Context: an optimization exercise on an open-source flow, tuned for small area. The choices shown serve that exercise and are no tape-out recipe.
RTL that was checked went through simulation tests only; none was proved equivalent to the original.
Function not checked in runs 4 and 5: the RTL went through the layout flow alone.
Power figures rest on the tool's default switching activity, not on a simulated workload.

File: flow/config.mk
export PLATFORM = sky130hd
export DESIGN_NAME = top_stopwatch
export DESIGN_NICKNAME = top_stopwatch
export VERILOG_FILES = /design/flow/design.v
export SDC_FILE = /design/flow/constraint.sdc
export NUM_CORES = 4
export LEC_CHECK = 0
export ABC_AREA = 1
export CAP_MARGIN = 20
export CORE_MARGIN = 2
export CORE_UTILIZATION = 40
export SLEW_MARGIN = 20
File: flow/run.sh
#!/bin/bash
# synth_recipe.tcl (not shown) runs the flow's synth.tcl, then flattens the netlist and writes it again
# the make line also repeats each setting of config.mk as NAME=value (left out here)
make -C /OpenROAD-flow-scripts/flow DESIGN_CONFIG=/design/flow/config.mk WORK_HOME=/design/flow/orfs CLKGATE_MAP_FILE= SYNTH_SCRIPT=/design/flow/synth_recipe.tcl finish
File: flow/constraint.sdc
create_clock -name core_clock -period 10.0 [get_ports {clk}]
set_input_delay 2.0000 -clock core_clock [delete_from_list [all_inputs] [get_ports {clk}]]
set_output_delay 2.0000 -clock core_clock [all_outputs]
set_load 0.01 [all_outputs]
File: flow/design.v
module bcd_to_seg7 (
    input wire [3:0] bcd,
    output reg [6:0] seg7   
);
    always @(*) begin
        case (bcd)
            4'd0: seg7 = 7'b1000000;   
            4'd1: seg7 = 7'b1111001;   
            4'd2: seg7 = 7'b0100100;   
            4'd3: seg7 = 7'b0110000;   
            4'd4: seg7 = 7'b0011001;   
            4'd5: seg7 = 7'b0010010;   
            4'd6: seg7 = 7'b0000010;   
            4'd7: seg7 = 7'b1111000;   
            4'd8: seg7 = 7'b0000000;   
            4'd9: seg7 = 7'b0010000;   
            default: seg7 = 7'b1111111;   
        endcase
    end
endmodule
module top_stopwatch (
    input wire clk,
    input wire CLR,
    input wire PAUSE,
    input wire record_btn_raw,
    input wire browse_btn_raw,
    output wire [15:0] DATA,
    output wire [1:0] LED_TEST,
    output wire LED15,
    output wire LED14,
    output wire LED13,
    output wire LED12
);
    wire rst_n = CLR;
    reg [4:0] phase;
    wire tick_cnt  = (phase == 5'd9);
    wire tick_scan = (phase[1:0] == 2'd1);
    always @(posedge clk or negedge rst_n) begin
        if (!rst_n)
            phase <= 5'd0;
        else
            phase <= (phase == 5'd19) ? 5'd0 : phase + 5'd1;
    end
    reg rec_dly, brw_dly;
    wire rec_press = ~record_btn_raw & rec_dly;
    wire brw_press = ~browse_btn_raw & brw_dly;
    always @(posedge clk or negedge rst_n) begin
        if (!rst_n) begin
            rec_dly <= 1'b1;
            brw_dly <= 1'b1;
        end
        else begin
            rec_dly <= record_btn_raw;
            brw_dly <= browse_btn_raw;
        end
    end
    localparam [2:0] LIVE = 3'b010;
    localparam [2:0] ZERO = 3'b101;
    function [2:0] jnext;
        input [2:0] c;
        jnext = {c[1:0], ~c[2]};
    endfunction
    function [2:0] jpos;
        input [2:0] c;
        case (c)
            3'b000: jpos = 3'd0;
            3'b001: jpos = 3'd1;
            3'b011: jpos = 3'd2;
            3'b111: jpos = 3'd3;
            3'b110: jpos = 3'd4;
            3'b100: jpos = 3'd5;
            default: jpos = 3'd0;
        endcase
    endfunction
    reg [2:0] browse;
    reg [2:0] rec_idx;
    reg wrapped;
    wire browsing = (browse != LIVE);
    wire do_record = rec_press & ~browsing;
    always @(posedge clk or negedge rst_n) begin
        if (!rst_n) begin
            browse  <= LIVE;
            rec_idx <= 3'b000;
            wrapped <= 1'b0;
        end
        else begin
            if (browsing) begin
                if (rec_press)
                    browse <= jnext(browse);
                else if (brw_press)
                    browse <= LIVE;
            end
            else begin
                if (rec_press) begin
                    rec_idx <= jnext(rec_idx);
                    if (rec_idx == 3'b100)
                        wrapped <= 1'b1;
                end
                else if (brw_press)
                    browse <= 3'b000;
            end
        end
    end
    reg [6:0] centi;
    reg [5:0] sec;
    reg [5:0] min;
    wire en_c = tick_cnt & PAUSE & ~browsing;
    wire wrap_c = (centi == 7'd99);
    wire wrap_s = (sec == 6'd59);
    wire wrap_m = (min == 6'd59);
    always @(posedge clk or negedge rst_n) begin
        if (!rst_n) begin
            centi <= 7'd0;
            sec <= 6'd0;
            min <= 6'd0;
        end
        else if (en_c) begin
            centi <= wrap_c ? 7'd0 : centi + 7'd1;
            if (wrap_c) begin
                sec <= wrap_s ? 6'd0 : sec + 6'd1;
                if (wrap_s)
                    min <= wrap_m ? 6'd0 : min + 6'd1;
            end
        end
    end
    wire [18:0] live = {min, sec, centi};
    reg [18:0] slot0, slot1, slot2, slot3, slot4, slot5;
    always @(posedge clk) begin
        if (do_record && rec_idx == 3'b000) slot0 <= live;
        if (do_record && rec_idx == 3'b001) slot1 <= live;
        if (do_record && rec_idx == 3'b011) slot2 <= live;
        if (do_record && rec_idx == 3'b111) slot3 <= live;
        if (do_record && rec_idx == 3'b110) slot4 <= live;
        if (do_record && rec_idx == 3'b100) slot5 <= live;
    end
    wire browse_valid = wrapped | (jpos(browse) < jpos(rec_idx));
    reg [2:0] src;
    always @(posedge clk)
        src <= !browsing ? LIVE : (browse_valid ? browse : ZERO);
    reg [18:0] shown;
    always @(*) begin
        case (src)
            3'b000: shown = slot0;
            3'b001: shown = slot1;
            3'b011: shown = slot2;
            3'b111: shown = slot3;
            3'b110: shown = slot4;
            3'b100: shown = slot5;
            LIVE:   shown = live;
            default: shown = 19'd0;
        endcase
    end
    reg [2:0] scan;
    reg [3:0] digit;    
    wire [2:0] next_d = (scan == 3'd6) ? 3'd0 : scan;
    reg [6:0] field;
    always @(*) begin
        case (next_d[2:1])
            2'd0: field = {1'b0, shown[18:13]};
            2'd1: field = {1'b0, shown[12:7]};
            default: field = shown[6:0];
        endcase
    end
    wire [3:0] tens = field / 7'd10;
    wire [3:0] ones = field % 7'd10;
    always @(posedge clk or negedge rst_n) begin
        if (!rst_n) begin
            scan <= 3'd0;
            digit <= 4'd8;
        end
        else if (tick_scan) begin
            scan <= next_d + 3'd1;
            digit <= next_d[0] ? ones : tens;
        end
    end
    reg [7:0] sel;
    always @(*) begin
        case (scan)
            3'd1: sel = 8'b00000010;
            3'd2: sel = 8'b00000001;
            3'd3: sel = 8'b10000000;
            3'd4: sel = 8'b01000000;
            3'd5: sel = 8'b00100000;
            3'd6: sel = 8'b00010000;
            default: sel = 8'b00000000;
        endcase
    end
    wire [6:0] seg;
    bcd_to_seg7 u_seg (.bcd(digit), .seg7(seg));
    assign DATA = {sel, 1'b0, seg};
    assign LED_TEST = {brw_press, rec_press};
    assign LED15 = ~CLR;
    assign LED14 = ~PAUSE;
    assign LED13 = ~record_btn_raw;
    assign LED12 = ~browse_btn_raw;
endmodule
==> results of run 1 <==
-- cell type report --
class | count | area, sq um
Tap cell | 229 | 287
Fill cell | 1622 | 9610
Sequential cell | 157 | 4490
Timing Repair Buffer | 31 | 293
Clock inverter | 10 | 115
Multi-Input combinational cell | 442 | 2380
Clock buffer | 22 | 444
Inverter | 91 | 344
-- logic make-up after synthesis --
| group | Yosys count | synth area share (%) |
|---|---|---|
| and+or+nand+nor | 330 | 21.2 |
| DFF | 157 | 61.1 |
| buffers and inverters | 111 | 6.88 |
| AOI/OAI and AO/OA | 92 | 8.02 |
| adders and majority gates | 14 | 2.39 |
| xor gates and xnor gates | 3 | 0.358 |
| other | 1 | 0.0511 |
-- synth_stat cells (10+ instances only) --
cell        n
a21oi_1    19
a221oi_1   10
dfrtp_1    36
edfxtp_1  114
ha_1       14
inv_1      81
nand2_1   159
nand3_1    31
nand4_1    32
nor2_1     57
nor3_1     16
o21ai_0    32
-- routing by layer --
metal,vias to the layer above,routed length [microns],GRT usage (%)
met1,2557,7420,24.8
met2,183,8190,29.3
met4,0,324,6.01
met3,29,1050,4.13
met5,-,0,0
li1,2511,-,-
-- power groups by stage --
| stage | Combinational [uW] | Clock, uW | Sequential [uW] |
|---|---|---|---|
| 2_1_floorplan | 653 | 0 | 810 |
| 3_3_place_gp | 838 | 0 | 827 |
| 3_5_place_dp | 867 | 0 | 831 |
| 4_1_cts | 870 | 625 | 818 |
| 5_1_grt | 979 | 659 | 826 |
| 6_report | 872 | 620 | 819 |
-- state kept, by name, indices dropped and copies added (netlist names), 4 cells and up --
name	flops
slot3	19
slot1	19
slot5	19
min	6
slot0	19
slot4	19
digit	4
phase	5
centi	7
slot2	19
sec	6
-- stage by stage --
| stage | power, uW | area, sq um |
|---|---|---|
| after floorplan | 1460 | 7350 |
| after global placement | 1670 | 7780 |
| after CTS | 2310 | 8350 |
| final | 2310 | 8350 |
| after detailed placement | 1700 | 7790 |
| after global routing | 2460 | 8350 |
-- final timing paths --
path / from / endpoint / slack (ns) / cells after the start
min: wrapped / wrapped / 0.49 / 2
max in group asynchronous: CLR / digit[3] / 7.97 / 2
min reg2reg: wrapped / wrapped / 0.49 / 2
max reg2reg: src[2] / digit[3] / 6.21 / 26
min in group asynchronous: CLR / min[3] / 1.62 / 2
max: record_btn_raw / LED_TEST[0] / 4.76 / 5
-- worst register-to-register path, cell delays in order, from the launching register on --
cell and delay, ns:
dfxtp_1 0.51, inv_2 0.46, nand3_2 0.38, o21ai_0 0.38
nor2_1 0.10, nand2_1 0.09, nand2_1 0.12, nand3_1 0.16
nand3_2 0.08, nand2_2 0.09, nand2_2 0.08, nand2_1 0.08
nand2_2 0.06, inv_2 0.06, nand2_2 0.06, nand2_2 0.08
nand2_1 0.08, nand2_1 0.06, inv_1 0.05, ha_1 0.17
inv_1 0.09, nand3_2 0.12, nand3_2 0.13, nand2_1 0.06
nand2_1 0.07, nand2_1 0.06, nand2_1 0.07
==> reports/results.tsv, run 1 <==
metric	value	unit
vias_per_cell	5.38	
cts-resized-gates	0	
cp-start-kind	primary input	
synth.largest_area_cell	edfxtp_1	
antenna_found_initial	0	
grt_pass1_vias	5136	
clockPowerShare	26.8	%
cts_hold_buf	0	
synthTopCellsByArea	edfxtp_1, dfrtp_1, nand2_1	
first_pass_iters	7	
num-nets-final	759	
root_buffer	clkbuf_16	
clkSinkCount	157	
rsz0062_at_grt	no	
worstPathArrival	3.24	ns
syn_area_per_cell	10.4	sq um
setup.worst_path.class	primary input to primary output	
htree_levels	4	
timing.final.crit_share	52.4	%
slew_violations	0	
wl_per_cell	17.3	microns
grt-ovfl-total	0	
final-hold-violation-count	0	
finalSetupTns	0	ns
yosysWarnings	2	
antenna_cells	0	
period_minus_slack	5.24	ns
layout_common_cells	nand2_1, edfxtp_1, inv_1, nor2_1, dfrtp_1	
io_buffer_count	23	
preCtsSetupSlack	4.76	ns
setup_violations	0	
cp_cell_sequence	clkdlybuf4s50_1 -> inv_1 -> nand2_1 -> inv_1 -> clkdlybuf4s50_1	
ant_nets	0	
area_delta_synth_final	13.7	%
grt_usage	18.3	%
routed_wl	17000	microns
place_congestion	0.798	
die_h	140	microns
hp-class	flip-flop to flip-flop	
clkTransAtPathRegs	0.06	ns
layout_commonest_cell	nand2_1	
max_slew_margin	33.3	%
final.setup.worst_slack	4.76	ns
p_int	1420	uW
grt_max_degree	42	
max_stage_delay	0.54	ns
drv_cap	0	
cp_max_fo	4	
cts_max_path_buffers	2	
dpl.hpwl	11300	microns
swShare	38.6	%
worst_path_max_delay_cell	clkdlybuf4s50_1	
num_vias	5280	
synth_edf_count	114	
initial_core_util	40.9	%
crit_buf_inv	4	
synth_ff_type	edfxtp_1	
switchingPower	891	uW
status	finished clean	
p_leak	0.00322	uW
cts_buffers	17	
dieArea	19500	sq um
max_slew.worst_pin.slew	0.999	ns
holdWs	0.487	ns
vdd_drop_max	0.000136	V
dpl.cell_count	950	
p_comb_share	37.7	%
netlist_area	7340	sq um
seqPwrFrac	35.4	%
ioPinCount	27	
grt_pass1_wl	27600	microns
drc	0	
fp.dieW	140	microns
critPathRequiredTime	8.00	ns
endpoint_kind	primary output	
fp-row-count	49	
final_core_util	46.5	%
postCtsSetupBuffers	0	
clock_latency	0.42	ns
synth-seq-cells	157	
power_density	277	nW/um^2
yosysSeqAreaShare	61.1	%
fin_cells	982	
syn-instance-count	708	
cpLargestDelayFamily	buffers and inverters	
cts_tree	yes	
drive_gt1_share	11.6	%
synth_top_cell_area_share	46.6	%
finClkSkew	0.00546	ns
synth.distinct_cells	51	
drtIter0Drc	437	
fmax	191	MHz
async_flop_share	25.5	%
core	18000	sq um
==> run 2: changes to the inputs <==
--- a/flow/config.mk
+++ b/flow/config.mk
@@ -11,2 +11,3 @@
 export CORE_UTILIZATION = 40
+export CTS_BUF_LIST = sky130_fd_sc_hd__clkbuf_2 sky130_fd_sc_hd__clkbuf_4 sky130_fd_sc_hd__clkbuf_8
 export SLEW_MARGIN = 20
==> run 2 against run 1 <==
Net effect:
- combinational power down 0.5%
- first-iteration DRC count up 11%
- non-clock buffer count unchanged
- die area unchanged
- core utilization down 0.95 points
- sequential share of layout area up 1.1 points
- cell area down 2.0%
- highest routed layer unchanged
- sequential power about the same
- clock power down 25%
- worst setup slack better by 0.0023 ns
- register-to-register slack about the same
- still clean
==> reports/results.tsv, run 2 <==
metric	value	unit	change
max_slew_margin	34.6	%	was 33.3%
max_slew.worst_pin.slew	0.980	ns	was 0.999 ns
hp-class	flip-flop to flip-flop		unchanged
dpl.cell_count	950		unchanged
worst_path_max_delay_cell	clkdlybuf4s50_1		unchanged
cp_cell_sequence	clkdlybuf4s50_1 -> inv_1 -> nand2_1 -> inv_1 -> clkdlybuf4s50_1		unchanged
slew_violations	0		unchanged
syn_area_per_cell	10.4	sq um	unchanged
setup.worst_path.class	primary input to primary output		unchanged
area_delta_synth_final	11.4	%	was 13.7%
grt_usage	18.2	%	was 18.3%
io_buffer_count	23		unchanged
drc	0		unchanged
endpoint_kind	primary output		unchanged
first_pass_iters	5		was 7
cts_hold_buf	0		unchanged
dpl.hpwl	11300	microns	unchanged
clkSinkCount	157		unchanged
grt_pass1_vias	5123		was 5136
antenna_found_initial	0		unchanged
initial_core_util	40.9	%	unchanged
finalSetupTns	0	ns	unchanged
dieArea	19500	sq um	unchanged
drv_cap	0		unchanged
layout_commonest_cell	nand2_1		unchanged
htree_levels	4		unchanged
period_minus_slack	5.24	ns	about the same
root_buffer	clkbuf_8		was clkbuf_16
critPathRequiredTime	8.00	ns	about the same
routed_wl	16900	microns	was 17000 microns
cts_buffers	17		unchanged
synthTopCellsByArea	edfxtp_1, dfrtp_1, nand2_1		unchanged
core	18000	sq um	unchanged
timing.final.crit_share	52.4	%	about the same
cts-resized-gates	0		unchanged
grt-ovfl-total	0		unchanged
synth-seq-cells	157		unchanged
num_vias	5264		was 5280
rsz0062_at_grt	no		unchanged
fp.dieW	140	microns	unchanged
clkTransAtPathRegs	0.08	ns	was 0.06 ns
p_leak	0.00315	uW	was 0.00322 uW
yosys.cell_count.top_type	nand2_1		unchanged
fin_total_pwr	2150	uW	was 2310 uW
final-hold-violation-count	0		unchanged
synth.largest_area_cell	edfxtp_1		unchanged
synth_top_cell_area_share	46.6	%	unchanged
layout_common_cells	nand2_1, edfxtp_1, inv_1, nor2_1, dfrtp_1		unchanged
fmax	191	MHz	about the same
grt_pass1_wl	27400	microns	was 27600 microns
setup_violations	0		unchanged
vias_per_cell	5.36		was 5.38
netlist_area	7340	sq um	unchanged
fin_cells	983		was 982
grt_max_degree	42		unchanged
die_h	140	microns	unchanged
power_density	263	nW/um^2	was 277 nW/um^2
worstPathArrival	3.24	ns	about the same
postCtsSetupBuffers	0		unchanged
fp-row-count	49		unchanged
synth_common_cells	nand2_1, edfxtp_1, inv_1, nor2_1, dfrtp_1		unchanged
cts_tree	yes		unchanged
ioPinCount	27		unchanged
yosysSeqAreaShare	61.1	%	unchanged
cp-start-kind	primary input		unchanged
status	finished clean		unchanged
finClkSkew	0.0105	ns	was 0.00546 ns
wl_per_cell	17.2	microns	was 17.3 microns
clock_latency	0.45	ns	was 0.42 ns
syn-instance-count	708		unchanged
drtIter0Drc	484		was 437
drive_gt1_share	12.2	%	was 11.6%
async_flop_share	25.5	%	unchanged
place_congestion	0.798		unchanged
max_stage_delay	0.54	ns	about the same
cts_max_path_buffers	2		unchanged
synth_ff_type	edfxtp_1		unchanged
num-nets-final	759		unchanged
n_fill_cell	1646		was 1622
vdd_drop_max	0.000131	V	was 0.000136 V
ant_nets	0		unchanged
cp_max_fo	4		unchanged
synth_edf_count	114		unchanged
synth.distinct_cells	51		unchanged
yosysWarnings	2		unchanged
run 2: layout make-up:
type	instances	area [sq um]	area share (%)
Clock buffer	22	272	3.32
Multi-Input combinational cell	442	2380	29.1
Timing Repair Buffer	31	293	3.58
Sequential cell	157	4490	54.9
Antenna cell	1	2.50	0.0306
Clock inverter	10	115	1.41
Inverter	91	344	4.21
Tap cell	229	287	3.50
run 2: power breakdown:
part           internal, uW  switching, uW
Clock                   235            233
Sequential              758           59.3
Combinational           293            576
run 2: metal layers:
metal | global-route usage [%] | part of all wire [%] | vias up
met5 | 0 | 0 | -
met4 | 6.59 | 2.0 | 0
met3 | 3.96 | 6.1 | 29
met2 | 28.9 | 48 | 165
met1 | 24.8 | 44 | 2562
li1 | - | - | 2508
run 2: cell families after synthesis:
logic type	share of synthesized area, %
flops	61.1
xor+xnor	0.358
buf+inv	6.88
fa+ha+maj	2.39
other cells	0.0511
simple gates	21.2
compound gates	8.02
run 2: path summary, 6_finish.rpt:
path,cells after the start,slack [ns],to,startpoint
max in group asynchronous,2,8.00,digit[3],CLR
setup reg to reg,27,6.20,digit[3],src[2]
min in group asynchronous,2,1.58,min[3],CLR
setup / recovery,5,4.76,LED_TEST[0],record_btn_raw
hold reg to reg,2,0.49,wrapped,wrapped
hold / removal,2,0.49,wrapped,wrapped
run 2: stage by stage:
| stage | util (%) | cell area, sq um | setup WS [ns] | hold slack [ns] |
|---|---|---|---|---|
| after floorplan | - | 7350 | 5.00 | 0.422 |
| after global placement | 43.3 | 7780 | 4.79 | 0.461 |
| after detailed placement | 43.4 | 7790 | 4.76 | 0.473 |
| after CTS | 45.5 | 8180 | 4.76 | 0.493 |
| after global routing | 45.5 | 8180 | 4.68 | 0.521 |
| final | 45.5 | 8180 | 4.76 | 0.491 |
run 2: critical path, delay by kind of cell:
kind	cells	cell delay, ns
AND/OR/NAND/NOR	1	0.10
buffers and inverters	4	1.15
==> run 3: changes to the inputs <==
==> flow/flow/run.sh (new file) <==
#!/bin/bash
# Own layout flow: the standard flow (standard.sh), with three changes to how
# the layout is made:
#   * synthesis maps the combinational logic with an area-oriented ABC script
#     (flow/abc_area.script) instead of ORFS's abc_area.script; registers are
#     mapped by the unchanged standard synthesis before ABC runs;
#   * port buffers use sky130_fd_sc_hd__buf_1 (still one buffer per port);
#   * clock tree synthesis inserts no dummy loads.
# Each step's full output goes to a log file of its own in this folder.
set -euo pipefail
W=$(pwd)
rm -rf "$W/scripts_mod"
cp -r "$FLOW_HOME/scripts" "$W/scripts_mod"
cp "$W/flow/abc_area.script" "$W/scripts_mod/abc_area.script"
export SCRIPTS_DIR="$W/scripts_mod"
export BUFFER_PORTS_ARGS="-buffer_cell sky130_fd_sc_hd__buf_1"
export CTS_ARGS="-sink_clustering_enable -repair_clock_nets -dont_use_dummy_load ${CTS_EXTRA:-}"
bash standard.sh synth > "$W/log_synth.txt" 2>&1
bash standard.sh floorplan > "$W/log_floorplan.txt" 2>&1
bash standard.sh place > "$W/log_place.txt" 2>&1
bash standard.sh cts > "$W/log_cts.txt" 2>&1
bash standard.sh route > "$W/log_route.txt" 2>&1
bash standard.sh finish > "$W/log_finish.txt" 2>&1
test -f "$W/out/final.def"
==> flow/flow/abc_area.script (new file) <==
&get -n
&st
&dch -f
&nf -R 1000
&put
topo
==> flow/standard.sh (new file) <==
#!/bin/bash
# synth_recipe.tcl (not shown) runs the flow's synth.tcl, then flattens the netlist and writes it again
# the make line also repeats each setting of config.mk as NAME=value (left out here)
make -C /OpenROAD-flow-scripts/flow DESIGN_CONFIG=/design/flow/config.mk WORK_HOME=/design/flow/orfs CLKGATE_MAP_FILE= SYNTH_SCRIPT=/design/flow/synth_recipe.tcl "${@:-finish}"
--- a/flow/config.mk
+++ b/flow/config.mk
@@ -11,3 +11,2 @@
 export CORE_UTILIZATION = 40
-export CTS_BUF_LIST = sky130_fd_sc_hd__clkbuf_2 sky130_fd_sc_hd__clkbuf_4 sky130_fd_sc_hd__clkbuf_8
 export SLEW_MARGIN = 20
removed: flow/run.sh
==> run 3 against run 2 <==
Net effect:
- wire length decreased by 14%
- hold slack improved by 0.013 ns
- critical path depth increased by 18
- die area decreased by 10%
- worst setup slack improved by 0.16 ns
- register-to-register slack got worse by 1.3 ns
- highest routed layer unchanged
==> reports/results.tsv, run 3 <==
metric	value	unit	change
cts_hold_buf	0		unchanged
finalSetupTns	0	ns	unchanged
ioPinCount	27		unchanged
power_density	269	nW/um^2	was 263 nW/um^2
num-nets-final	566		was 759
setup_violations	0		unchanged
yosysWarnings	2		unchanged
num_vias	4292		was 5264
fp-row-count	46		was 49
synth-seq-cells	157		unchanged
drtIter0Drc	466		was 484
hp-class	flip-flop to flip-flop		unchanged
cp_max_fo	13		was 4
initial_core_util	41.2	%	was 40.9%
setup.worst_path.class	flip-flop to flip-flop		was primary input to primary output
netlist_area	6590	sq um	was 7340 sq um
max_slew_margin	53.7	%	was 34.6%
first_pass_iters	6		was 5
period_minus_slack	5.08	ns	was 5.24 ns
rrSetupSlack	4.92	ns	was 6.20 ns
worst_path_max_delay_cell	dfrtp_1		was clkdlybuf4s50_1
syn_area_per_cell	13.3	sq um	was 10.4 sq um
syn-instance-count	494		was 708
timing.final.crit_share	50.8	%	was 52.4%
cp_cell_sequence	clkinv_1 -> nand2_1 -> nand2_1 -> nand2_1 -> a31oi_1 -> o31a_1 -> clkinv_1 -> a21o_1 -> nor2_1 -> a21oi_1 -> a21oi_1 -> a31oi_1 -> xnor2_1 -> nand2_1 -> a21o_1 -> xor2_1 -> ha_1 -> nor2_1 -> nor2_1 -> mux2i_1 -> nand2_1 -> o21ai_0 -> mux2_1		was clkdlybuf4s50_1 -> inv_1 -> nand2_1 -> inv_1 -> clkdlybuf4s50_1
dieArea	17500	sq um	was 19500 sq um
root_buffer	clkbuf_16		was clkbuf_8
rsz0062_at_grt	no		unchanged
finClkSkew	0.0114	ns	was 0.0105 ns
synth.distinct_cells	45		was 51
synth.largest_area_cell	edfxtp_1		unchanged
wl_per_cell	19.0	microns	was 17.2 microns
critPathRequiredTime	10.29	ns	was 8.00 ns
cts_buffers	17		unchanged
core	16000	sq um	was 18000 sq um
cts_max_path_buffers	2		unchanged
layout_commonest_cell	edfxtp_1		was nand2_1
fp.dieW	132	microns	was 140 microns
holdPathEnd	phase[0]		was wrapped
r2r-start	scan[0]		was src[2]
worstPathArrival	5.37	ns	was 3.24 ns
max_slew.worst_pin.slew	0.689	ns	was 0.980 ns
max_stage_delay	0.56	ns	was 0.54 ns
routed_wl	14500	microns	was 16900 microns
grt_pass1_wl	23600	microns	was 27400 microns
rr_endpoint	digit[2]		was digit[3]
grt-ovfl-total	0		unchanged
ant_nets	0		unchanged
synth_top_cell_area_share	51.9	%	was 46.6%
slew_violations	0		unchanged
fin_total_pwr	2020	uW	was 2150 uW
synthTopCellsByArea	edfxtp_1, dfrtp_1, a22oi_1		was edfxtp_1, dfrtp_1, nand2_1
fmax	197	MHz	was 191 MHz
antenna_found_initial	0		unchanged
place_congestion	0.800		was 0.798
clkTransAtPathRegs	0.06	ns	was 0.08 ns
area_delta_synth_final	13.8	%	was 11.4%
grt_usage	17.5	%	was 18.2%
final-hold-violation-count	0		unchanged
layout_common_cells	edfxtp_1, nand2_1, dfrtp_1, nor2_1, a22oi_1		was nand2_1, edfxtp_1, inv_1, nor2_1, dfrtp_1
clock_latency	0.42	ns	was 0.45 ns
cts-resized-gates	0		unchanged
antenna_cells	0		was 1
drive_gt1_share	8.62	%	was 12.2%
synth_ff_type	edfxtp_1		unchanged
crit_top_cell	nand2_1		
dpl.hpwl	9080	microns	was 11300 microns
cts_tree	yes		unchanged
min-delay-start	phase[0]		was wrapped
grt_max_degree	42		unchanged
io_buffer_count	23		unchanged
postCtsSetupBuffers	0		unchanged
htree_levels	4		unchanged
die_h	132	microns	was 140 microns
rr_worst_depth	23		was 27
synth_edf_count	114		unchanged
status	finished clean		unchanged
cp-start-kind	flip-flop		was primary input
grt_pass1_vias	4350		was 5123
synth_common_cells	edfxtp_1, nand2_1, dfrtp_1, nor2_1, a22oi_1		was nand2_1, edfxtp_1, inv_1, nor2_1, dfrtp_1
vdd_drop_max	0.000147	V	was 0.000131 V
drv_cap	0		unchanged
yosys.cell_count.top_type	edfxtp_1		was nand2_1
clkSinkCount	157		unchanged
vias_per_cell	5.64		was 5.36
hold_path_depth	1		was 2
p_leak	0.00255	uW	was 0.00315 uW
yosysSeqAreaShare	68.1	%	was 61.1%
async_flop_share	25.5	%	unchanged
drc	0		unchanged
endpoint_kind	flip-flop		was primary output
==> run 3: stage by stage <==
stage | setup slack, ns | instances | hold WS (ns) | area, sq um | utilization, %
floorplan | 5.26 | 496 | 0.444 | 6600 | -
global placement | 5.12 | 744 | 0.482 | 7070 | 44.2
detailed placement | 5.00 | 744 | 0.476 | 7070 | 44.2
CTS | 4.96 | 761 | 0.504 | 7500 | 46.9
global route | 4.43 | 761 | 0.519 | 7500 | 46.9
finish | 4.92 | 761 | 0.504 | 7500 | 46.9
==> run 3: where the power goes <==
| group | switching (uW) | leakage [uW] | total [uW] | internal [uW] |
|---|---|---|---|---|
| sequential | 56.7 | 0.00148 | 801 | 744 |
| combinational | 436 | 0.000854 | 715 | 279 |
| clock | 210 | 0.000209 | 504 | 294 |
| total | 703 | 0.00255 | 2020 | 1320 |
==> run 3: worst max-delay path by stage <==
| stage | slack [ns] | cells after the start | to | from |
|---|---|---|---|---|
| after global routing | 4.43 | 23 | digit[2] | scan[0] |
| after detailed placement | 5.00 | 23 | digit[2] | scan[0] |
| after CTS | 4.96 | 23 | digit[2] | scan[0] |
| after global placement | 5.12 | 4 | LED15 | CLR |
| final | 4.92 | 23 | digit[2] | scan[0] |
| after floorplan | 5.26 | 5 | slot0[0] | record_btn_raw |
==> run 3: per-layer routing <==
layer  vias to the layer above  track usage [%]  wire, microns
met3                        19             4.65            775
met4                         0             5.68            204
met1                      2134             22.2           6250
li1                       2026                -              -
met2                       113             29.3           7240
met5                         -                0              0
==> run 3: final cells by class <==
class	instances	area [sq um]
clock buffer	17	425
fill	1421	8500
inverter	20	75.1
multi-input combinational	313	2040
sequential	157	4490
tap	216	270
timing repair buffer	38	200
==> run 3: cells by family after synthesis <==
family / Yosys count / synth area share [%]
DFF: 157 / 68.1
and+or+nand+nor: 140 / 10.2
AOI/OAI and AO/OA: 136 / 14.3
buffers and inverters: 26 / 1.77
adders and majority gates: 14 / 2.66
xor gates and xnor gates: 10 / 1.33
muxes: 10 / 1.63
other: 1 / 0.0569
==> run 3: worst max-delay path, delay by kind of cell, from the launching register on <==
family / cells / cell delay, ns
AOI/OAI and AO/OA: 8 / 1.82
xor gates and xnor gates: 2 / 0.47
adders and majority gates: 1 / 0.22
buffers and inverters: 2 / 0.28
DFF: 1 / 0.56
muxes: 2 / 0.43
and+or+nand+nor: 8 / 1.17
==> run 4: changes to the inputs <==
--- a/flow/design.v
+++ b/flow/design.v
@@ -34,10 +34,26 @@
     wire rst_n = CLR;
-    reg [4:0] phase;
-    wire tick_cnt  = (phase == 5'd9);
-    wire tick_scan = (phase[1:0] == 2'd1);
-    always @(posedge clk or negedge rst_n) begin
-        if (!rst_n)
-            phase <= 5'd0;
-        else
-            phase <= (phase == 5'd19) ? 5'd0 : phase + 5'd1;
+    reg [1:0] lo;
+    reg [2:0] hi;
+    reg [2:0] hi_next;
+    wire tick_scan = (lo == 2'b01);
+    wire tick_cnt  = tick_scan & (hi == 3'b011);
+    always @(*) begin
+        case (hi)
+            3'b000: hi_next = 3'b001;
+            3'b001: hi_next = 3'b011;
+            3'b011: hi_next = 3'b111;
+            3'b111: hi_next = 3'b110;
+            default: hi_next = 3'b000;
+        endcase
+    end
+    always @(posedge clk or negedge rst_n) begin
+        if (!rst_n) begin
+            lo <= 2'b00;
+            hi <= 3'b000;
+        end
+        else begin
+            lo <= {lo[0], ~lo[1]};
+            if (lo == 2'b10)
+                hi <= hi_next;
+        end
     end
@@ -57,3 +73,2 @@
     localparam [2:0] LIVE = 3'b010;
-    localparam [2:0] ZERO = 3'b101;
     function [2:0] jnext;
@@ -62,17 +77,5 @@
     endfunction
-    function [2:0] jpos;
-        input [2:0] c;
-        case (c)
-            3'b000: jpos = 3'd0;
-            3'b001: jpos = 3'd1;
-            3'b011: jpos = 3'd2;
-            3'b111: jpos = 3'd3;
-            3'b110: jpos = 3'd4;
-            3'b100: jpos = 3'd5;
-            default: jpos = 3'd0;
-        endcase
-    endfunction
     reg [2:0] browse;
     reg [2:0] rec_idx;
-    reg wrapped;
+    reg clear;
     wire browsing = (browse != LIVE);
@@ -83,5 +86,6 @@
             rec_idx <= 3'b000;
-            wrapped <= 1'b0;
-        end
-        else begin
+            clear   <= 1'b1;
+        end
+        else begin
+            clear <= 1'b0;
             if (browsing) begin
@@ -93,7 +97,4 @@
             else begin
-                if (rec_press) begin
+                if (rec_press)
                     rec_idx <= jnext(rec_idx);
-                    if (rec_idx == 3'b100)
-                        wrapped <= 1'b1;
-                end
                 else if (brw_press)
@@ -107,5 +108,20 @@
     wire en_c = tick_cnt & PAUSE & ~browsing;
-    wire wrap_c = (centi == 7'd99);
-    wire wrap_s = (sec == 6'd59);
-    wire wrap_m = (min == 6'd59);
+    wire wrap_c = en_c & centi[6] & centi[5] & centi[1] & centi[0];
+    wire wrap_s = wrap_c & sec[5] & sec[4] & sec[3] & sec[1] & sec[0];
+    wire wrap_m = wrap_s & min[5] & min[4] & min[3] & min[1] & min[0];
+    wire [6:0] t_c;
+    wire [5:0] t_s, t_m;
+    assign t_c[0] = en_c;
+    assign t_s[0] = wrap_c;
+    assign t_m[0] = wrap_s;
+    genvar gi;
+    generate
+        for (gi = 1; gi < 7; gi = gi + 1) begin : g_c
+            assign t_c[gi] = t_c[gi-1] & centi[gi-1];
+        end
+        for (gi = 1; gi < 6; gi = gi + 1) begin : g_sm
+            assign t_s[gi] = t_s[gi-1] & sec[gi-1];
+            assign t_m[gi] = t_m[gi-1] & min[gi-1];
+        end
+    endgenerate
     always @(posedge clk or negedge rst_n) begin
@@ -116,9 +132,6 @@
         end
-        else if (en_c) begin
-            centi <= wrap_c ? 7'd0 : centi + 7'd1;
-            if (wrap_c) begin
-                sec <= wrap_s ? 6'd0 : sec + 6'd1;
-                if (wrap_s)
-                    min <= wrap_m ? 6'd0 : min + 6'd1;
-            end
+        else begin
+            centi <= (centi ^ t_c) & ~({7{wrap_c}} & 7'b1100100);
+            sec <= (sec ^ t_s) & ~({6{wrap_s}} & 6'b111100);
+            min <= (min ^ t_m) & ~({6{wrap_m}} & 6'b111100);
         end
@@ -128,13 +141,12 @@
     always @(posedge clk) begin
-        if (do_record && rec_idx == 3'b000) slot0 <= live;
-        if (do_record && rec_idx == 3'b001) slot1 <= live;
-        if (do_record && rec_idx == 3'b011) slot2 <= live;
-        if (do_record && rec_idx == 3'b111) slot3 <= live;
-        if (do_record && rec_idx == 3'b110) slot4 <= live;
-        if (do_record && rec_idx == 3'b100) slot5 <= live;
-    end
-    wire browse_valid = wrapped | (jpos(browse) < jpos(rec_idx));
+        if (clear || (do_record && rec_idx == 3'b000)) slot0 <= live;
+        if (clear || (do_record && rec_idx == 3'b001)) slot1 <= live;
+        if (clear || (do_record && rec_idx == 3'b011)) slot2 <= live;
+        if (clear || (do_record && rec_idx == 3'b111)) slot3 <= live;
+        if (clear || (do_record && rec_idx == 3'b110)) slot4 <= live;
+        if (clear || (do_record && rec_idx == 3'b100)) slot5 <= live;
+    end
     reg [2:0] src;
     always @(posedge clk)
-        src <= !browsing ? LIVE : (browse_valid ? browse : ZERO);
+        src <= browse;
     reg [18:0] shown;
--- a/flow/flow/run.sh
+++ b/flow/flow/run.sh
@@ -7,3 +7,3 @@
 #   * port buffers use sky130_fd_sc_hd__buf_1 (still one buffer per port);
-#   * clock tree synthesis inserts no dummy loads.
+#   * clock tree synthesis uses clkbuf_8 buffers and inserts no dummy loads.
 # Each step's full output goes to a log file of its own in this folder.
@@ -16,3 +16,3 @@
 export BUFFER_PORTS_ARGS="-buffer_cell sky130_fd_sc_hd__buf_1"
-export CTS_ARGS="-sink_clustering_enable -repair_clock_nets -dont_use_dummy_load ${CTS_EXTRA:-}"
+export CTS_ARGS="-sink_clustering_enable -repair_clock_nets -dont_use_dummy_load -buf_list sky130_fd_sc_hd__clkbuf_8 -root_buf sky130_fd_sc_hd__clkbuf_8"
 bash standard.sh synth > "$W/log_synth.txt" 2>&1
==> run 4 against run 3 <==
Net effect:
- flip-flop and latch count is the same
- clock-buffer cell count did not move
- critical path depth decreased by 19
- combinational power shrank 49%
- cell area down 6.1%
- first-iteration DRC count down 20%
- worst setup slack better by 0.25 ns
- global-route usage down 0.34 points
- critical endpoint is now LED15
==> reports/results.tsv, run 4 <==
metric	value	unit	change
cp_max_fo	41		was 13
postCtsSetupBuffers	0		unchanged
ant_nets	0		unchanged
vdd_drop_max	0.0000957	V	was 0.000147 V
synth-seq-cells	157		unchanged
hold_path_depth	0		was 1
stdcell_area	7040	sq um	was 7500 sq um
synthTopCellsByArea	edfxtp_1, dfrtp_1, ha_1		was edfxtp_1, dfrtp_1, a22oi_1
clock_latency	0.44	ns	was 0.42 ns
grt_max_degree	42		unchanged
fp-row-count	46		unchanged
endpoint_kind	primary output		was flip-flop
finClkSkew	0.0201	ns	was 0.0114 ns
synth_ff_type	edfxtp_1		unchanged
io_buffer_count	23		unchanged
synth_edf_count	114		unchanged
worst_path_max_delay_cell	buf_4		was dfrtp_1
antenna_found_initial	0		unchanged
max_slew_margin	27.8	%	was 53.7%
fin_cells	701		was 761
grt_pass1_wl	21100	microns	was 23600 microns
drc	0		unchanged
max_slew.worst_pin.slew	1.08	ns	was 0.689 ns
status	finished clean		unchanged
async_flop_share	25.5	%	unchanged
rr_worst_depth	22		was 23
num_vias	3886		was 4292
cts_max_path_buffers	2		unchanged
fmax	207	MHz	was 197 MHz
synthAdderAreaFrac	4.51	%	was 2.66%
cts_hold_buf	0		unchanged
finalSetupTns	0	ns	unchanged
place_area	6810	sq um	was 7070 sq um
synth_top_cell_area_share	53.7	%	was 51.9%
drive_gt1_share	7.84	%	was 8.62%
syn_area_per_cell	14.6	sq um	was 13.3 sq um
power_density	214	nW/um^2	was 269 nW/um^2
cp-start-kind	primary input		was flip-flop
initial_core_util	40.6	%	was 41.2%
max_stage_delay	0.47	ns	was 0.56 ns
synth_common_cells	edfxtp_1, nand2_1, dfrtp_1, a22oi_1, ha_1		was edfxtp_1, nand2_1, dfrtp_1, nor2_1, a22oi_1
cp_cell_sequence	clkbuf_2 -> buf_4 -> clkinv_1 -> buf_1		was clkinv_1 -> nand2_1 -> nand2_1 -> nand2_1 -> a31oi_1 -> o31a_1 -> clkinv_1 -> a21o_1 -> nor2_1 -> a21oi_1 -> a21oi_1 -> a31oi_1 -> xnor2_1 -> nand2_1 -> a21o_1 -> xor2_1 -> ha_1 -> nor2_1 -> nor2_1 -> mux2i_1 -> nand2_1 -> o21ai_0 -> mux2_1
final-hold-violation-count	0		unchanged
die_h	130	microns	was 132 microns
worstPathArrival	2.83	ns	was 5.37 ns
rrSetupSlack	5.47	ns	was 4.92 ns
syn-instance-count	437		was 494
netlist_area	6380	sq um	was 6590 sq um
p_leak	0.00269	uW	was 0.00255 uW
layout_commonest_cell	edfxtp_1		unchanged
root_buffer	clkbuf_8		was clkbuf_16
critPathRequiredTime	8.00	ns	was 10.29 ns
clkTransAtPathRegs	0.07	ns	was 0.06 ns
yosys.area_share.xor_xnor	1.51	%	was 1.33%
dpl.hpwl	8060	microns	was 9080 microns
antenna_cells	0		unchanged
grt_usage	17.2	%	was 17.5%
rsz0062_at_grt	no		unchanged
first_pass_iters	5		was 6
vias_per_cell	5.54		was 5.64
setup_violations	0		unchanged
yosysSeqAreaShare	70.4	%	was 68.1%
cts_tree	yes		unchanged
drtIter0Drc	371		was 466
dpl.cell_count	684		was 744
setup.worst_path.class	primary input to primary output		was flip-flop to flip-flop
grt-ovfl-total	0		unchanged
num-nets-final	515		was 566
dieArea	17000	sq um	was 17500 sq um
synth.largest_area_cell	edfxtp_1		unchanged
synth-simple-area-share	7.87	%	was 10.2%
htree_levels	4		unchanged
clkSinkCount	157		unchanged
place_congestion	0.798		was 0.800
layout_common_cells	edfxtp_1, nand2_1, dfrtp_1, a22oi_1, ha_1		was edfxtp_1, nand2_1, dfrtp_1, nor2_1, a22oi_1
core	15700	sq um	was 16000 sq um
holdPathEnd	lo[1]		was phase[0]
cts_buffers	17		unchanged
crit_buf_inv	4		was 2
drv_cap	0		unchanged
yosysWarnings	2		unchanged
r2r-start	src[0]		was scan[0]
synthMuxAreaShare	0.824	%	was 1.63%
synth_top_family_by_area	compound AO/OA/AOI/OAI gates		unchanged
area_delta_synth_final	10.4	%	was 13.8%
yosys.cell_count.top_type	edfxtp_1		unchanged
cts-resized-gates	0		unchanged
timing.final.crit_share	48.3	%	was 50.8%
rr_endpoint	digit[2]		unchanged
cpLargestDelayFamily	buffers and inverters		was compound AO/OA/AOI/OAI gates
grt_pass1_vias	3811		was 4350
period_minus_slack	4.83	ns	was 5.08 ns
min-delay-start	lo[0]		was phase[0]
slew_violations	0		unchanged
routed_wl	13400	microns	was 14500 microns
hp-class	flip-flop to flip-flop		unchanged
ioPinCount	27		unchanged
synth.distinct_cells	42		was 45
synth_compound_area_share	13.2	%	was 14.3%
wl_per_cell	19.2	microns	was 19.0 microns
fp.dieW	130	microns	was 132 microns
==> run 4: cell types whose count changed in the layout (fill, tap and decap cells not counted), moves of 4 or more <==
cell,delta
o211ai_1,-4
nor2_1,-10
o21ai_0,-6
nand2_1,-4
nor2b_1,+8
ha_1,+9
buf_4,-4
nor3_1,-5
clkbuf_8,+17
a21oi_1,-11
mux2_1,-4
clkinv_1,-4
clkbuf_16,-17
nand3_1,-15
==> run 4: kinds of logic (layout without fill, tap and decap cells) <==
kind of cell / Yosys count / after routing
AOI/OAI and AO/OA: 116 / 116
xor gates and xnor gates: 11 / 11
muxes: 5 / 5
adders and majority gates: 23 / 23
DFF: 157 / 157
other: 1 / 4
and+or+nand+nor: 102 / 102
buffers and inverters: 22 / 67
==> run 4: cell type report <==
cell class                 count  area [sq um]
fill                        1408          8670
sequential                   157          4490
inverter                      16          60.1
timing repair buffer          34           170
multi-input combinational    261          1820
clock buffer                  17           234
tap                          216           270
==> run 4: how the worst max path moves through the flow <==
stage | start | end | depth (start not counted)
after global routing | CLR | LED15 | 4
after detailed placement | CLR | LED15 | 4
after CTS | CLR | LED15 | 4
after global placement | CLR | LED15 | 4
final | CLR | LED15 | 4
after floorplan | src[0] | digit[2] | 21
==> run 4: worst reg2reg max path, cell delays in order, from the launching register on <==
cell and delay [ns]:
dfxtp_1 0.45, nor3b_2 0.20, buf_4 0.31, a222oi_1 0.18
a31oi_1 0.30, o31a_1 0.19, clkinv_1 0.10, nand2_1 0.08
nand2_1 0.10, xnor2_1 0.25, nand2_1 0.10, nand2b_1 0.12
nand2_1 0.11, xor2_1 0.21, nand2_1 0.11, a21oi_1 0.33
xnor2_1 0.22, ha_1 0.24, nand2_1 0.06, a21oi_1 0.29
mux2i_1 0.25, a21oi_1 0.09, o21ai_0 0.16
==> run 4: routing by layer <==
metal	GRT usage, %	vias to the layer above	wire [microns]
met5	0	-	0
met4	6.39	0	198
met3	3.61	14	715
met2	27.9	114	6420
met1	22.9	1953	6110
li1	-	1805	-
==> run 4: report_power, final <==
part	switching, uW	total [uW]	internal [uW]
clock	192	342	150
combinational	227	362	135
sequential	47.9	807	759
total	467	1510	1040
==> run 4: through the flow <==
step | total power [uW] | util (%) | setup slack [ns] | hold slack (ns)
after floorplan | 1060 | - | 5.42 | 0.379
after global placement | 1170 | 43.3 | 5.10 | 0.397
after detailed placement | 1180 | 43.3 | 5.10 | 0.396
after CTS | 1520 | 44.8 | 5.10 | 0.413
after global routing | 1590 | 44.8 | 5.01 | 0.425
final | 1510 | 44.8 | 5.17 | 0.413
==> run 5: changes to the inputs <==
--- a/flow/config.mk
+++ b/flow/config.mk
@@ -8,5 +8,5 @@
 export ABC_AREA = 1
-export CAP_MARGIN = 20
+export CAP_MARGIN = 0
 export CORE_MARGIN = 2
 export CORE_UTILIZATION = 40
-export SLEW_MARGIN = 20
+export SLEW_MARGIN = 0
==> run 5 against run 4 <==
Net effect:
- first-iteration DRC count unchanged
- flip-flop and latch count unchanged
- largest cell class unchanged
- largest power group unchanged
- register-to-register slack about the same
- non-clock buffer count is the same
- wire length is the same
- critical path type unchanged
- total power unchanged
- area after synthesis unchanged
- still clean
- worst setup slack unchanged
- sequential power about the same
==> reports/results.tsv, run 5 <==
metric	value	unit	change
max_slew_margin	27.8	%	unchanged
ioPinCount	27		unchanged
wl_per_cell	19.2	microns	unchanged
async_flop_share	25.5	%	unchanged
postCtsSetupBuffers	0		unchanged
hold_path_depth	0		unchanged
yosys.area_share.xor_xnor	1.51	%	unchanged
finClkSkew	0.0201	ns	unchanged
cp-start-kind	primary input		unchanged
stdcell_area	7040	sq um	unchanged
setup_violations	0		unchanged
syn_area_per_cell	14.6	sq um	unchanged
syn-instance-count	437		unchanged
area_delta_synth_final	10.4	%	unchanged
core	15700	sq um	unchanged
synth_ff_type	edfxtp_1		unchanged
drive_gt1_share	7.84	%	unchanged
rsz0062_at_grt	no		unchanged
fin_cells	701		unchanged
top_layer	met4		unchanged
routed_wl	13400	microns	unchanged
root_buffer	clkbuf_8		unchanged
m1WireLength	6110	microns	unchanged
drtIter0Drc	371		unchanged
finalSetupTns	0	ns	unchanged
synth.distinct_cells	42		unchanged
max_slew.worst_pin.slew	1.08	ns	unchanged
antenna_cells	0		unchanged
cts-resized-gates	0		unchanged
synthAdderAreaFrac	4.51	%	unchanged
synth_common_cells	edfxtp_1, nand2_1, dfrtp_1, a22oi_1, ha_1		unchanged
synth.largest_area_cell	edfxtp_1		unchanged
layout_commonest_cell	edfxtp_1		unchanged
endpoint_kind	primary output		unchanged
cts_max_path_buffers	2		unchanged
place_congestion	0.798		unchanged
initial_core_util	40.6	%	unchanged
cp_max_fo	41		unchanged
grt_pass1_wl	21100	microns	unchanged
cts_tree	yes		unchanged
fp.dieW	130	microns	unchanged
fp-row-count	46		unchanged
synth_top_family_by_area	compound AO/OA/AOI/OAI gates		unchanged
wl_met3	715	microns	unchanged
dpl.hpwl	8060	microns	unchanged
worstPathArrival	2.83	ns	about the same
p_leak	0.00269	uW	unchanged
vias_per_cell	5.54		unchanged
first_pass_iters	5		unchanged
synth-seq-cells	157		unchanged
period_minus_slack	4.83	ns	unchanged
rr_worst_depth	22		unchanged
vdd_drop_max	0.0000957	V	unchanged
clock_latency	0.44	ns	about the same
synth_edf_count	114		unchanged
place_area	6810	sq um	unchanged
htree_levels	4		unchanged
io_buffer_count	23		unchanged
fin_total_pwr	1510	uW	unchanged
fmax	207	MHz	unchanged
power_density	214	nW/um^2	unchanged
final-hold-violation-count	0		unchanged
dpl.cell_count	684		unchanged
yosys.cell_count.top_type	edfxtp_1		unchanged
final_core_util	44.8	%	unchanged
synth_top_cell_area_share	53.7	%	unchanged
yosysSeqAreaShare	70.4	%	unchanged
dieArea	17000	sq um	unchanged
antenna_found_initial	0		unchanged
status	finished clean		unchanged
layout_common_cells	edfxtp_1, nand2_1, dfrtp_1, a22oi_1, ha_1		unchanged
die_h	130	microns	unchanged
met2_wirelength	6420	microns	unchanged
critPathRequiredTime	8.00	ns	about the same
yosysWarnings	2		unchanged
synth_compound_area_share	13.2	%	unchanged
ant_nets	0		unchanged
synthTopCellsByArea	edfxtp_1, dfrtp_1, ha_1		unchanged
num-nets-final	515		unchanged
cts_buffers	17		unchanged
drc	0		unchanged
setup.worst_path.class	primary input to primary output		unchanged
grt_pass1_vias	3811		unchanged
grt_usage	17.2	%	unchanged
clkTransAtPathRegs	0.07	ns	about the same
grt-ovfl-total	0		unchanged
netlist_area	6380	sq um	unchanged
synthMuxAreaShare	0.824	%	unchanged
num_vias	3886		unchanged
hp-class	flip-flop to flip-flop		unchanged
timing.final.crit_share	48.3	%	unchanged
slew_violations	0		unchanged
synth-simple-area-share	7.87	%	unchanged
clkSinkCount	157		unchanged
drv_cap	0		unchanged
grt_max_degree	42		unchanged
cts_hold_buf	0		unchanged
[run 5: kinds of logic (layout without fill, tap and decap cells)]
group | Yosys count | after routing
simple gates | 102 | 102
other cells | 1 | 4
xor+xnor | 11 | 11
flops | 157 | 157
mux | 5 | 5
buf+inv | 22 | 67
fa+ha+maj | 23 | 23
compound gates | 116 | 116
[run 5: final cells by class]
cell class	count	area, sq um
Timing Repair Buffer	34	170
Fill cell	1408	8670
Sequential cell	157	4490
Tap cell	216	270
Inverter	16	60.1
Clock buffer	17	234
Multi-Input combinational cell	261	1820
[run 5: power breakdown]
group	switching [uW]	internal [uW]	total, uW
logic	227	135	362
registers	47.9	759	807
clock network	192	150	342
[run 5: through the flow]
step	hold slack [ns]	setup WS (ns)
2_1_floorplan	0.379	5.42
3_3_place_gp	0.397	5.10
3_5_place_dp	0.396	5.10
4_1_cts	0.413	5.10
5_1_grt	0.425	5.01
6_report	0.413	5.17
[run 5: layer usage]
metal  track usage, %  vias to the layer above
met5                0                        -
li1                 -                     1805
met1             22.9                     1953
met3             3.61                       14
met4             6.39                        0
met2             27.9                      114
[run 5: worst paths after layout]
| path | endpoint | startpoint | slack [ns] |
|---|---|---|---|
| max | LED15 | CLR | 5.17 |
| min | lo[1] | lo[0] | 0.41 |
| max reg2reg | digit[2] | src[0] | 5.47 |
| min reg2reg | lo[1] | lo[0] | 0.41 |
| max in group asynchronous | digit[3] | CLR | 7.97 |
| min in group asynchronous | min[2] | CLR | 1.64 |
[run 5: worst max-delay path: stages]
cell and delay, ns:
clkbuf_2 0.07, buf_4 0.47, clkinv_1 0.13, buf_1 0.15
==> run 6: changes to the inputs <==
--- a/flow/design.v
+++ b/flow/design.v
@@ -78,4 +78,4 @@
     reg [2:0] browse;
+    reg [2:0] scan;
     reg [2:0] rec_idx;
-    reg clear;
     wire browsing = (browse != LIVE);
@@ -86,6 +86,4 @@
             rec_idx <= 3'b000;
-            clear   <= 1'b1;
-        end
-        else begin
-            clear <= 1'b0;
+        end
+        else begin
             if (browsing) begin
@@ -139,2 +137,3 @@
     wire [18:0] live = {min, sec, centi};
+    wire clear = (scan == 3'd0);
     reg [18:0] slot0, slot1, slot2, slot3, slot4, slot5;
@@ -164,3 +163,2 @@
     end
-    reg [2:0] scan;
     reg [3:0] digit;    
==> run 6 against run 5 <==
Net effect:
- sequential power fell by 2%
- synthesized cell count fell by 0.46%
- largest power group unchanged
- critical path depth did not move
- die area fell by 0.69%
- critical path type unchanged
- global-route usage barely moved
- clock-buffer cell count did not move
- core utilization rose by 1.3 points
- largest cell class unchanged
- hold slack got worse by 0.012 ns
- sequential share of layout area fell by 0.62 points
==> reports/results.tsv, run 6 <==
metric	value	unit	change
status	finished clean		unchanged
cts_max_path_buffers	2		unchanged
max_slew.worst_pin.slew	0.701	ns	was 1.08 ns
critPathRequiredTime	8.00	ns	about the same
fmax	208	MHz	was 207 MHz
final_core_util	46.2	%	was 44.8%
layout_common_cells	edfxtp_1, nand2_1, dfrtp_1, a22oi_1		was edfxtp_1, nand2_1, dfrtp_1, a22oi_1, ha_1
ant_nets	0		unchanged
initial_core_util	41.4	%	was 40.6%
io_buffer_count	23		unchanged
cts_tree	yes		unchanged
worstPathArrival	2.82	ns	was 2.83 ns
grt_max_degree	41		was 42
synth_top_cell_area_share	54.0	%	was 53.7%
synth.largest_area_cell	edfxtp_1		unchanged
area_delta_synth_final	11.6	%	was 10.4%
setup.worst_path.class	primary input to primary output		unchanged
drive_gt1_share	9.67	%	was 7.84%
final.setup.worst_slack	5.18	ns	was 5.17 ns
synthAdderAreaFrac	4.54	%	was 4.51%
first_pass_iters	6		was 5
hp-class	flip-flop to flip-flop		unchanged
grt_pass1_wl	21200	microns	was 21100 microns
cpLargestDelayFamily	buffers and inverters		unchanged
routed_wl	13700	microns	was 13400 microns
final-hold-violation-count	0		unchanged
synth_common_cells	edfxtp_1, nand2_1, dfrtp_1, a22oi_1		was edfxtp_1, nand2_1, dfrtp_1, a22oi_1, ha_1
synth.distinct_cells	41		was 42
p_leak	0.00264	uW	was 0.00269 uW
antenna_found_initial	0		unchanged
dieArea	16900	sq um	was 17000 sq um
fp-row-count	45		was 46
cts-resized-gates	0		unchanged
die_h	130	microns	about the same
synth_ff_type	edfxtp_1		unchanged
synthMuxAreaShare	0.830	%	was 0.824%
synth-simple-area-share	8.12	%	was 7.87%
num-nets-final	516		was 515
worst_path_max_delay_cell	buf_4		unchanged
synth_top_family_by_area	compound AO/OA/AOI/OAI gates		unchanged
htree_levels	4		unchanged
ioPinCount	27		unchanged
clkTransAtPathRegs	0.06	ns	was 0.07 ns
yosys.cell_count.top_type	edfxtp_1		unchanged
grt-ovfl-total	0		unchanged
cts_buffers	17		unchanged
fp.dieW	130	microns	about the same
yosysSeqAreaShare	70.5	%	was 70.4%
crit_buf_inv	4		unchanged
endpoint_kind	primary output		unchanged
async_flop_share	25.0	%	was 25.5%
num_vias	3864		was 3886
clock_latency	0.44	ns	about the same
vias_per_cell	5.54		about the same
vdd_drop_max	0.000114	V	was 0.0000957 V
slew_violations	0		unchanged
netlist_area	6330	sq um	was 6380 sq um
syn-instance-count	435		was 437
yosysWarnings	2		unchanged
postCtsSetupBuffers	0		unchanged
synth-seq-cells	156		was 157
root_buffer	clkbuf_8		unchanged
rsz0062_at_grt	no		unchanged
layout_commonest_cell	edfxtp_1		unchanged
drtIter0Drc	353		was 371
clkSinkCount	156		was 157
preCtsSetupSlack	5.14	ns	was 5.10 ns
synth_edf_count	114		unchanged
syn_area_per_cell	14.6	sq um	about the same
setup_violations	0		unchanged
drv_cap	0		unchanged
yosys.area_share.xor_xnor	1.52	%	was 1.51%
antenna_cells	0		unchanged
synthTopCellsByArea	edfxtp_1, dfrtp_1, ha_1		unchanged
finalSetupTns	0	ns	unchanged
dpl.hpwl	8470	microns	was 8060 microns
wl_per_cell	19.7	microns	was 19.2 microns
timing.final.crit_share	48.2	%	was 48.3%
core	15300	sq um	was 15700 sq um
cts_hold_buf	0		unchanged
grt_pass1_vias	3772		was 3811
cp-start-kind	primary input		unchanged
cp_cell_sequence	clkbuf_2 -> buf_4 -> clkinv_1 -> buf_1		unchanged
synth_compound_area_share	13.1	%	was 13.2%
max_stage_delay	0.45	ns	was 0.47 ns
period_minus_slack	4.82	ns	was 4.83 ns
grt_usage	17.2	%	about the same
drc	0		unchanged
n_fill_cell	1341		was 1408
place_congestion	0.781		was 0.798
max_slew_margin	53.3	%	was 27.8%
cp_max_fo	40		was 41
power_density	221	nW/um^2	was 214 nW/um^2
finClkSkew	0.0214	ns	was 0.0201 ns
-- run 6: cell count changes in the layout (fill, tap and decap cells not counted), moves of 3 or more --
cell / previous run / this run
xnor2_1: 7 / 10
xor2_1: 4 / 1
a22oi_1: 27 / 30
a31o_1: 3 / 0
clkinv_1: 16 / 12
and3_1: 2 / 6
nand4_1: 3 / 0
buf_4: 11 / 15
o21ai_2: 0 / 3
a21o_1: 4 / 1
-- run 6: kinds of logic after synthesis --
kind of cell             Yosys count
AO/OA/AOI/OAI                    115
XOR/XNOR                          11
AND/OR/NAND/NOR                  106
buffers and inverters             18
multiplexers                       5
adder cells (fa/ha/maj)           23
flip-flops                       156
other                              1
-- run 6: power breakdown --
part	switching, uW	internal [uW]
Sequential	54.7	737
Clock	189	150
Combinational	267	167
-- run 6: worst register-to-register path: cells and delay by family (launching register included) --
family	cells	cell delay [ns]
AOI/OAI and AO/OA	9	1.71
xor gates and xnor gates	3	0.67
adders and majority gates	1	0.23
buffers and inverters	1	0.32
DFF	1	0.50
muxes	1	0.25
and+or+nand+nor	6	1.05
-- run 6: stage by stage --
| step | cell area (sq um) | cells | hold slack, ns | total power [uW] |
|---|---|---|---|---|
| 2_1_floorplan | 6340 | 437 | 0.366 | 1090 |
| 3_3_place_gp | 6840 | 680 | 0.382 | 1220 |
| 3_5_place_dp | 6840 | 680 | 0.389 | 1240 |
| 4_1_cts | 7070 | 697 | 0.405 | 1580 |
| 5_1_grt | 7070 | 697 | 0.428 | 1660 |
| 6_report | 7070 | 697 | 0.401 | 1560 |
-- run 6: worst paths after layout --
path | start | endpoint | slack [ns] | cells after the start
setup / recovery | CLR | LED15 | 5.18 | 4
hold / removal | lo[0] | lo[1] | 0.40 | 0
hold reg to reg | lo[0] | lo[1] | 0.40 | 0
min in group asynchronous | CLR | sec[1] | 1.63 | 2
max in group asynchronous | CLR | digit[3] | 7.96 | 2
setup reg to reg | src[0] | digit[2] | 5.18 | 21
-- run 6: routing by layer --
metal | part of all wire, % | up-vias | track usage (%)
li1 | - | 1817 | -
met1 | 46 | 1927 | 23.5
met2 | 49 | 115 | 28.0
met3 | 5.2 | 5 | 4.47
met4 | 0.55 | 0 | 3.80
met5 | 0 | - | 0
-- run 6: area by class of cell --
class | count | area, sq um | area share [%]
flip-flops and latches | 156 | 4460 | 63.1
clock buffers | 17 | 234 | 3.31
repair buffers | 38 | 200 | 2.83
well taps | 211 | 264 | 3.73
inverters | 12 | 45.0 | 0.637
multi-input cells | 263 | 1860 | 26.3
==> run 7: changes to the inputs <==
--- a/flow/config.mk
+++ b/flow/config.mk
@@ -10,3 +10,4 @@
 export CORE_MARGIN = 2
-export CORE_UTILIZATION = 40
+export CORE_UTILIZATION = 65
+export PLACE_DENSITY = 0.75
 export SLEW_MARGIN = 0
==> run 7 against run 6 <==
Net effect:
- combinational power shrank 0.9%
- total power down 0.63%
- cell area down 1.9%
- flip-flop and latch count unchanged
- largest cell class unchanged
- area after synthesis unchanged
- non-clock buffer count decreased by 4
- fmax down 5.0%
- first-iteration DRC count did not move
- critical path type unchanged
- critical path depth fell by 1
- synthesized cell count stayed put
==> reports/results.tsv, run 7 <==
metric	value	unit	change
status	finished clean		unchanged
synth_common_cells	edfxtp_1, nand2_1, dfrtp_1, a22oi_1		unchanged
slew_violations	0		unchanged
cpLargestDelayFamily	buffers and inverters		unchanged
synthMuxAreaShare	0.830	%	unchanged
grt-ovfl-total	0		unchanged
place_congestion	0.839		was 0.781
clkTransAtPathRegs	0.06	ns	about the same
cts_hold_buf	0		unchanged
cts-resized-gates	0		unchanged
power_density	224	nW/um^2	was 221 nW/um^2
postCtsSetupBuffers	0		unchanged
num_vias	3900		was 3864
cts_max_path_buffers	2		unchanged
multi_input_area	1860	sq um	about the same
cp_cell_sequence	clkbuf_2 -> clkinv_1 -> buf_1		was clkbuf_2 -> buf_4 -> clkinv_1 -> buf_1
max_slew.worst_pin.slew	1.21	ns	was 0.701 ns
htree_levels	4		unchanged
first_pass_iters	5		was 6
wl_per_cell	20.3	microns	was 19.7 microns
vias_per_cell	6.34		was 5.54
critPathRequiredTime	8.00	ns	about the same
routed_wl	12500	microns	was 13700 microns
antenna_cells	0		unchanged
yosysWarnings	2		unchanged
grt_max_degree	41		unchanged
synthTopCellsByArea	edfxtp_1, dfrtp_1, ha_1		unchanged
synth-simple-area-share	8.12	%	unchanged
layout_common_cells	edfxtp_1, nand2_1, dfrtp_1, a22oi_1		unchanged
cts_tree	yes		unchanged
ant_nets	0		unchanged
worstPathArrival	3.07	ns	was 2.82 ns
io_buffer_count	23		unchanged
worst_path_max_delay_cell	clkbuf_2		was buf_4
dieArea	10500	sq um	was 16900 sq um
vdd_drop_max	0.000158	V	was 0.000114 V
die_h	103	microns	was 130 microns
synth_compound_area_share	13.1	%	unchanged
cp-start-kind	primary input		unchanged
fin_cells	615		was 697
antenna_found_initial	0		unchanged
netlist_area	6330	sq um	unchanged
synth_top_family_by_area	compound AO/OA/AOI/OAI gates		unchanged
rsz0062_at_grt	no		unchanged
synth-seq-cells	156		unchanged
layout_commonest_cell	edfxtp_1		unchanged
crit_buf_inv	3		was 4
dpl.cell_count	598		was 680
max_slew_margin	19.6	%	was 53.3%
finClkSkew	0.0255	ns	was 0.0214 ns
fp.dieW	103	microns	was 130 microns
endpoint_kind	primary output		unchanged
core	9590	sq um	was 15300 sq um
grt_usage	25.8	%	was 17.2%
cp_max_fo	40		unchanged
hp-class	flip-flop to flip-flop		unchanged
clock_latency	0.45	ns	was 0.44 ns
setup.worst_path.class	primary input to primary output		unchanged
max_stage_delay	0.74	ns	was 0.45 ns
dpl.hpwl	7640	microns	was 8470 microns
drive_gt1_share	8.92	%	was 9.67%
yosys.cell_count.top_type	edfxtp_1		unchanged
synth.distinct_cells	41		unchanged
drv_cap	0		unchanged
grt_pass1_vias	3678		was 3772
yosys.area_share.xor_xnor	1.52	%	unchanged
timing.final.crit_share	50.7	%	was 48.2%
final-hold-violation-count	0		unchanged
fmax	197	MHz	was 208 MHz
drtIter0Drc	353		unchanged
num-nets-final	512		was 516
cts_buffers	17		unchanged
synth_top_cell_area_share	54.0	%	unchanged
finalSetupTns	0	ns	unchanged
regArea	4460	sq um	unchanged
setup_violations	0		unchanged
syn-instance-count	435		unchanged
p_leak	0.00262	uW	was 0.00264 uW
grt_pass1_wl	19400	microns	was 21200 microns
syn_area_per_cell	14.6	sq um	unchanged
synth_edf_count	114		unchanged
drc	0		unchanged
root_buffer	clkbuf_8		unchanged
synthAdderAreaFrac	4.54	%	unchanged
period_minus_slack	5.07	ns	was 4.82 ns
clkSinkCount	156		unchanged
ioPinCount	27		unchanged
synth.largest_area_cell	edfxtp_1		unchanged
initial_core_util	66.0	%	was 41.4%
synth_ff_type	edfxtp_1		unchanged
fp-row-count	36		was 45
n_fill_cell	630		was 1341
async_flop_share	25.0	%	unchanged
area_delta_synth_final	9.52	%	was 11.6%
yosysSeqAreaShare	70.5	%	unchanged
[run 7: cell counts after synthesis]
Identical to the previous run, type by type.
[run 7: path summary, 6_finish.rpt]
path / from / cells past startpoint / slack [ns] / end
max reg2reg: scan[0] / 21 / 5.16 / digit[2]
max in group asynchronous: CLR / 1 / 7.65 / min[1]
max: CLR / 3 / 4.93 / LED15
min reg2reg: lo[0] / 0 / 0.39 / lo[1]
min: lo[0] / 0 / 0.39 / lo[1]
min in group asynchronous: CLR / 1 / 1.72 / min[3]
[run 7: power breakdown]
| part | internal, uW | total (uW) | leakage, uW | switching (uW) |
|---|---|---|---|---|
| logic | 166 | 430 | 0.000871 | 264 |
| clock network | 150 | 334 | 0.000122 | 184 |
| registers | 737 | 790 | 0.00162 | 52.8 |
[run 7: per-stage QoR]
stage	hold WS, ns	worst slack [ns]	power [uW]	utilization [%]	cell area, sq um
after floorplan	0.366	5.12	1090	-	6340
after CTS	0.393	4.86	1560	72.3	6940
after global placement	0.379	4.88	1210	69.9	6700
after detailed placement	0.389	4.85	1230	69.9	6700
final	0.389	4.93	1550	72.3	6940
after global routing	0.410	4.66	1640	72.3	6940
[run 7: cell families (layout without fill, tap and decap cells)]
| group | count (synthesis) | count (layout) |
|---|---|---|
| flip-flops | 156 | 156 |
| AO/OA/AOI/OAI | 115 | 115 |
| AND/OR/NAND/NOR | 106 | 106 |
| XOR/XNOR | 11 | 11 |
| adder cells (fa/ha/maj) | 23 | 23 |
| other | 1 | 3 |
| buffers and inverters | 18 | 63 |
| multiplexers | 5 | 5 |
[run 7: layer usage]
metal | part of all wire (%) | vias to the layer above | routed length, microns | global-route usage (%)
met1 | 44 | 1929 | 5440 | 37.2
met2 | 47 | 143 | 5840 | 36.9
li1 | - | 1798 | - | -
met4 | 3.0 | 0 | 370 | 13.1
met5 | 0 | - | 0 | 0
met3 | 6.7 | 30 | 843 | 6.78
[run 7: final cells by class]
class / instances / area share, %
flip-flops and latches: 156 / 64.4
inverters: 12 / 0.649
repair buffers: 34 / 2.45
multi-input cells: 263 / 26.8
well taps: 133 / 2.40
clock buffers: 17 / 3.37

## re-timing with driven ports
The flow's constraints put no driver on any port. The routed layouts listed below were extracted and timed again, unchanged, in two steps.
Step 1 (the two cells are an assumption about what drives the block):
set clk [get_ports {clk}]
set_driving_cell -lib_cell sky130_fd_sc_hd__clkbuf_16 $clk
set_driving_cell -lib_cell sky130_fd_sc_hd__buf_2 [delete_from_list [all_inputs] $clk]
Step 2, shift: input delay + t, output delay - t, t = (earliest + latest rising clock arrival at the registers) / 2. This alone moves slack from input paths to output paths.
Three values: no drivers, after step 1, after step 2; two values: the first two.
run | t, ns | slack for setup (ns) | hold WS [ns] | latest minus earliest clock arrival (ns) | worst slew at a driven data input, ns
run 1 | 0.454 | 4.756 / 4.726 / 4.726 | 0.487 / 0.487 / 0.487 | 0.005 / 0.005 | 0.04
run 2 | 0.485 | 4.758 / 4.728 / 4.728 | 0.491 / 0.491 / 0.491 | 0.010 / 0.011 | 0.04
run 3 | 0.453 | 4.916 / 4.916 / 4.916 | 0.504 / 0.504 / 0.504 | 0.012 / 0.013 | 0.03
run 4 | 0.472 | 5.166 / 5.142 / 5.142 | 0.413 / 0.413 / 0.413 | 0.021 / 0.021 | 0.03
run 5 | 0.472 | 5.166 / 5.142 / 5.142 | 0.413 / 0.413 / 0.413 | 0.021 / 0.021 | 0.03
run 6 | 0.463 | 5.182 / 5.158 / 5.158 | 0.401 / 0.401 / 0.401 | 0.022 / 0.021 | 0.03
run 7 | 0.470 | 4.927 / 4.905 / 4.905 | 0.389 / 0.389 / 0.389 | 0.025 / 0.025 | 0.03
After both steps every run listed still meets setup and hold.
